Source: an optimization exercise on an open RTL-to-GDS flow (aim: small area and a short achievable clock period). Production flows keep margins and buffers that such runs may drop. RTL that was checked went through simulation tests only; none was proved equivalent to the original. Power is estimated from default activity; no workload was simulated.

Setup of JK:
Design resize_controller, start of the top module:
module resize_controller(
    clk,
    reset_n,
    enable,
    src_addr1,
    src_addr2,
    des_addr,
    stage_flag,
    fraction_part,
    done
);
clock: 32.0 ns
lec_check: 0
cap_margin: 20
core_margin: 2
core_utilization: 40
place_density: 0.6
slew_margin: 20
standard.sh (not shown) runs the stock make flow with config.mk's settings and CLKGATE_MAP_FILE= SYNTH_SCRIPT=/design/flow/synth_recipe.tcl, a recipe that flattens the netlist after the stock synthesis.
==> flow/flow/run.sh <==
#!/bin/bash
# Standard ORFS layout with two changes: the port buffers are buf_1 cells
# instead of the default delay buffers, and clock tree synthesis uses small
# clock buffers and no dummy loads (the design has few flip-flops).
# make's output goes to flow_make.log; each tool's log is under orfs/logs.
set -euo pipefail
bash standard.sh "BUFFER_PORTS_ARGS=-buffer_cell sky130_fd_sc_hd__buf_1" \
  "CTS_ARGS=-sink_clustering_enable -repair_clock_nets -dont_use_dummy_load -buf_list sky130_fd_sc_hd__clkbuf_4 -root_buf sky130_fd_sc_hd__clkbuf_8" \
  "SETUP_SLACK_MARGIN=24.0" finish > flow_make.log 2>&1
The inputs of MS differ from those of JK as listed below.
==> flow/flow/run.sh <==
#!/bin/bash
set -euo pipefail
bash standard.sh "BUFFER_PORTS_ARGS=-buffer_cell sky130_fd_sc_hd__buf_1" \
  "CTS_ARGS=-sink_clustering_enable -repair_clock_nets -dont_use_dummy_load -buf_list sky130_fd_sc_hd__clkbuf_4 -root_buf sky130_fd_sc_hd__clkbuf_8" \
  "SETUP_SLACK_MARGIN=24.0" finish > flow_make.log 2>&1
[summary]
Clock network power consumption delta (JK -> MS): insignificant. JK -> MS: width of the die flat. Reported for MS and JK, area enclosed by the die boundary turned out identical to the last digit. Reported for MS and JK, total power turned out identical to the last digit. MS and JK ended up with nearly the same number of nets in the finished design. Routed wire length came out exactly the same in MS and JK. Actual slew at the worst max-slew pin came out exactly the same in MS and JK.

========
Setup of trial 35:
The RTL this note starts from:
==> flow/design.v <==
module rc_next(
    input  wire        done,
    input  wire        stage_flag,
    input  wire [19:0] des,
    input  wire [1:0]  colh,
    input  wire [19:0] s1,
    input  wire [7:0]  g,
    output wire [19:0] des_n,
    output wire [1:0]  colh_n,
    output wire [19:0] s1_n,
    output wire [7:0]  g_n,
    output wire [10:0] fr_n,
    output wire        stage_n,
    output wire        done_n
);
  wire live = ~done;
  wire [8:0] col = {colh, des[6:0]};
  wire lo127  = &des[6:0];
  wire col0   = (colh == 2'd0) & ~|des[6:0];
  wire c383   = (colh == 2'd2) & lo127;              
  wire c384   = (colh == 2'd3);                      
  wire dz     = ~|des;
  wire end0   = (des == 20'd552959);                 
  wire d147   = (des == 20'd147456);
  wire d294   = (des == 20'd294912);
  wire d442   = (des == 20'd442368);
  wire cwrap = stage_flag ? c384 : c383;
  wire last  = live & (stage_flag ? (c384 & d442) : end0);
  assign stage_n = stage_flag | last;
  assign done_n  = done | (last & stage_flag);
  reg  [19:0] des_inc;
  reg         dc;
  integer     i;
  always @* begin
    dc = live & ~(stage_flag & c384);
    for (i = 0; i < 20; i = i + 1) begin
      des_inc[i] = des[i] ^ dc;
      dc = dc & des[i];
    end
  end
  assign des_n  = last ? 20'd0 : des_inc;
  assign colh_n = (live & cwrap) ? 2'd0 : colh + {1'b0, live & lo127};
  reg  [7:0] g_add;
  reg        gc;
  reg  [7:0] gk;
  integer    j;
  always @* begin
    gk = stage_flag ? ((live & c384) ? 8'd64 : 8'd0) : 8'd171;
    gc = 1'b0;
    for (j = 0; j < 8; j = j + 1) begin
      g_add[j] = g[j] ^ gk[j] ^ gc;
      gc = (g[j] & gk[j]) | (gc & (g[j] ^ gk[j]));
    end
  end
  assign g_n = (~stage_flag & c383) ? 8'd0 : g_add;
  wire [7:0] gmask = stage_flag       ? 8'hFF :
                     (col >= 9'd306)  ? 8'h80 :
                     (col >= 9'd153)  ? 8'hC0 :
                     (col >= 9'd76)   ? 8'hE0 :
                     (col >= 9'd38)   ? 8'hF0 :
                     (col >= 9'd19)   ? 8'hF8 :
                     (col >= 9'd9)    ? 8'hFC :
                     (col >= 9'd4)    ? 8'hFE : 8'hFF;
  wire [7:0] gm = g_n & gmask;
  reg  [2:0] q;
  always @* begin
    casez (gm)
      8'b1???????: q = 3'd7;
      8'b01??????: q = 3'd6;
      8'b001?????: q = 3'd5;
      8'b0001????: q = 3'd4;
      8'b00001???: q = 3'd3;
      8'b000001??: q = 3'd2;
      8'b0000001?: q = 3'd1;
      default:     q = 3'd0;
    endcase
  end
  wire [7:0]  gn = gm << (3'd7 - q);
  assign fr_n = (gm == 8'd0) ? 11'd0 : {4'd7 + {1'b0, q}, gn[6:0]};
  wire carry = (g < 8'd171);      
  reg  [1:0]  kl;                 
  reg  [3:0]  kh;                 
  reg         ld;                 
  reg  [12:0] hv;
  always @* begin
    kl = 2'd1; kh = 4'd0; ld = 1'b0; hv = 13'd0;
    if (done) kl = 2'd0;
    else if (~stage_flag) begin
      if (col0) begin
        if (dz) kl = 2'd0;
        else begin kl = 2'd2; kh = -4'd5; end
      end else if (c383) begin
        if (end0) begin ld = 1'b1; hv = 13'd4; end
        else kh = 4'd5;
      end else kl = carry ? 2'd2 : 2'd1;
    end else begin
      if (col0) begin
        if (dz) begin kl = 2'd3; kh = -4'd5; end
        else if (d147) begin ld = 1'b1; hv = 13'd1440; end
        else if (d294) begin ld = 1'b1; hv = 13'd2880; end
        else kh = (des[8:7] == 2'd0) ? 4'd6 : 4'd3;
      end else if (c384) begin
        kl = 2'd0;
        if (d147)      begin ld = 1'b1; hv = 13'd2874; end
        else if (d294) begin ld = 1'b1; hv = 13'd4314; end
        else if (d442) begin ld = 1'b1; hv = 13'd1434; end
        else kh = -4'd3;
      end
    end
  end
  reg  [6:0]  l_sum;
  reg  [12:0] h_sum;
  reg         lc, hc, pinc, pdec;
  integer     k;
  always @* begin
    lc = 1'b0;
    for (k = 0; k < 7; k = k + 1) begin
      l_sum[k] = s1[k] ^ (k < 2 ? kl[k] : 1'b0) ^ lc;
      lc = (k < 2 ? (s1[k] & kl[k]) : 1'b0) | (lc & (s1[k] ^ (k < 2 ? kl[k] : 1'b0)));
    end
    hc = lc;
    for (k = 0; k < 3; k = k + 1) begin
      h_sum[k] = s1[7+k] ^ kh[k] ^ hc;
      hc = (s1[7+k] & kh[k]) | (hc & (s1[7+k] ^ kh[k]));
    end
    pinc = hc & ~kh[3];
    pdec = ~hc & kh[3];
    for (k = 3; k < 13; k = k + 1) begin
      h_sum[k] = s1[7+k] ^ (pinc | pdec);
      pinc = pinc & s1[7+k];
      pdec = pdec & ~s1[7+k];
    end
  end
  assign s1_n = {ld ? hv : h_sum, l_sum};
endmodule
module rc_hold #(parameter W = 1) (
    input  wire         en,
    input  wire [W-1:0] nx,
    input  wire [W-1:0] q,
    output wire [W-1:0] d
);
  assign d = en ? nx : q;
endmodule
module resize_controller(
    clk,
    reset_n,
    enable,
    src_addr1,
    src_addr2,
    des_addr,
    stage_flag,
    fraction_part,
    done
);
  input wire clk;
  input wire reset_n;
  input wire enable;
  output reg  done, stage_flag;
  output wire [23-1:0] src_addr1, src_addr2;
  output wire [23-1:0] des_addr;
  output wire [15:0] fraction_part;
  reg [19:0] des;       
  reg [1:0]  colh;      
  reg [19:0] s1;        
  reg [7:0]  g;         
  reg [10:0] fr;        
  assign des_addr      = {3'b000, des};
  assign src_addr1     = {3'b000, s1};
  wire        dz    = ~|des;
  wire        plus1 = stage_flag ? (dz & ~done) : ~dz;
  wire        p384  = stage_flag & ~(dz & ~done);
  reg  [19:0] s2;
  reg         c2;
  integer     m;
  always @* begin
    for (m = 0; m < 7; m = m + 1)
      s2[m] = s1[m] ^ (plus1 & (&(s1[6:0] | ~((7'd1 << m) - 7'd1))));
    c2 = plus1 & (&s1[6:0]);
    s2[7] = s1[7] ^ p384 ^ c2;
    c2 = (s1[7] & (p384 | c2)) | (p384 & c2);
    s2[8] = s1[8] ^ p384 ^ c2;
    c2 = (s1[8] & (p384 | c2)) | (p384 & c2);
    for (m = 9; m < 20; m = m + 1)
      s2[m] = s1[m] ^ (c2 & (&(s1[19:9] | ~((11'd1 << (m - 9)) - 11'd1))));
  end
  assign src_addr2 = {3'b000, s2};
  assign fraction_part = {2'b00, fr, 3'b000};
  wire [19:0] des_n, s1_n;
  wire [1:0]  colh_n;
  wire [7:0]  g_n;
  wire [10:0] fr_n;
  wire        stage_n, done_n;
  rc_next u_next (
    .done(done), .stage_flag(stage_flag), .des(des), .colh(colh), .s1(s1), .g(g),
    .des_n(des_n), .colh_n(colh_n), .s1_n(s1_n), .g_n(g_n), .fr_n(fr_n),
    .stage_n(stage_n), .done_n(done_n)
  );
  localparam N = 20 + 2 + 20 + 8 + 11 + 2;
  wire [N-1:0] d;
  rc_hold #(.W(N)) u_hold (
    .en(enable),
    .nx({des_n, colh_n, s1_n, g_n, fr_n, stage_n, done_n}),
    .q ({des,   colh,   s1,   g,   fr,   stage_flag, done}),
    .d (d)
  );
  always @(posedge clk or negedge reset_n) begin
    if (~reset_n) begin
      des        <= 0;
      colh       <= 0;
      s1         <= 0;
      g          <= 0;
      fr         <= 0;
      stage_flag <= 0;
      done       <= 0;
    end else begin
      {des, colh, s1, g, fr, stage_flag, done} <= d;
    end
  end
endmodule
clock: 32.0 ns
lec_check: 0
cap_margin: 20
core_margin: 2
core_utilization: 40
place_density: 0.6
slew_margin: 20
==> flow/flow/run.sh <==
#!/bin/bash
set -euo pipefail
bash standard.sh "BUFFER_PORTS_ARGS=-buffer_cell sky130_fd_sc_hd__buf_1" "SETUP_SLACK_MARGIN=24.4" finish > flow_make.log 2>&1
Trial 35: PASS, flow complete, no timing, DRC or antenna violations
Relative to trial 35, the following input files were edited for trial 79:
==> flow/flow/run.sh <==
#!/bin/bash
# Standard ORFS layout, with the port buffers made of buf_1 cells instead of
# the default delay buffers. Each tool's output goes to the ORFS logs; make's
# own output goes to flow_make.log here.
set -euo pipefail
bash standard.sh "BUFFER_PORTS_ARGS=-buffer_cell sky130_fd_sc_hd__buf_1" finish > flow_make.log 2>&1
[summary]
Post-layout minimum cycle time for trial 79: 1.13 ns up relative to trial 35
Pre-CTS setup slack (higher): trial 35
Taking trial 35 as the reference point, the cell area after placement of trial 79 falls by 2.0%.
Trial 79 vs trial 35, most common cell after layout, fill and taps aside: sky130_fd_sc_hd__buf_1 vs sky130_fd_sc_hd__nand2_1
Trial 79 vs. trial 35: total of fill cells in the finished design went up by 3.9%.
Against trial 35, count of placed standard cells in the final layout, fillers left out in trial 79 fell by a few percent.
sky130_fd_sc_hd__dfrtp_1 as the master of the slowest instance on the critical path was reported by trial 79, and sky130_fd_sc_hd__dfrtp_2 by trial 35.
Comparing trial 35 against trial 79, there is no change at all in sequential cell count.
No functional check of the RTL was part of any run of this note.

port drivers added, routing unchanged:
No port has a modelled driver above. Below, the same layouts with a new extraction and two added sets of constraints.
Step 1 assumes that a clkbuf_16 drives the clock port and a buf_2 every other input.
Step 2 times the ports against the registers' clock, not the clock port: input delays grow and output delays shrink by t, the midpoint of the rising clock arrivals with the driver on.
a / b / c = ideal / step 1 / step 2; a / b = the first two.
run | t (ns) | setup slack, ns | clock arrival spread, ns | pins driven straight from the clock port
JK | 0.380 | 24.160 / 24.126 / 23.814 | 0.020 / 0.020 | 1
MS | 0.380 | 24.160 / 24.126 / 23.814 | 0.020 / 0.020 | 1
trial 35 | 0.374 | 21.784 / 21.746 / 22.120 | 0.004 / 0.004 | 1
trial 79 | 0.370 | 20.657 / 20.618 / 20.988 | 0.007 / 0.006 | 1
After both steps setup and hold are still met in every run listed.
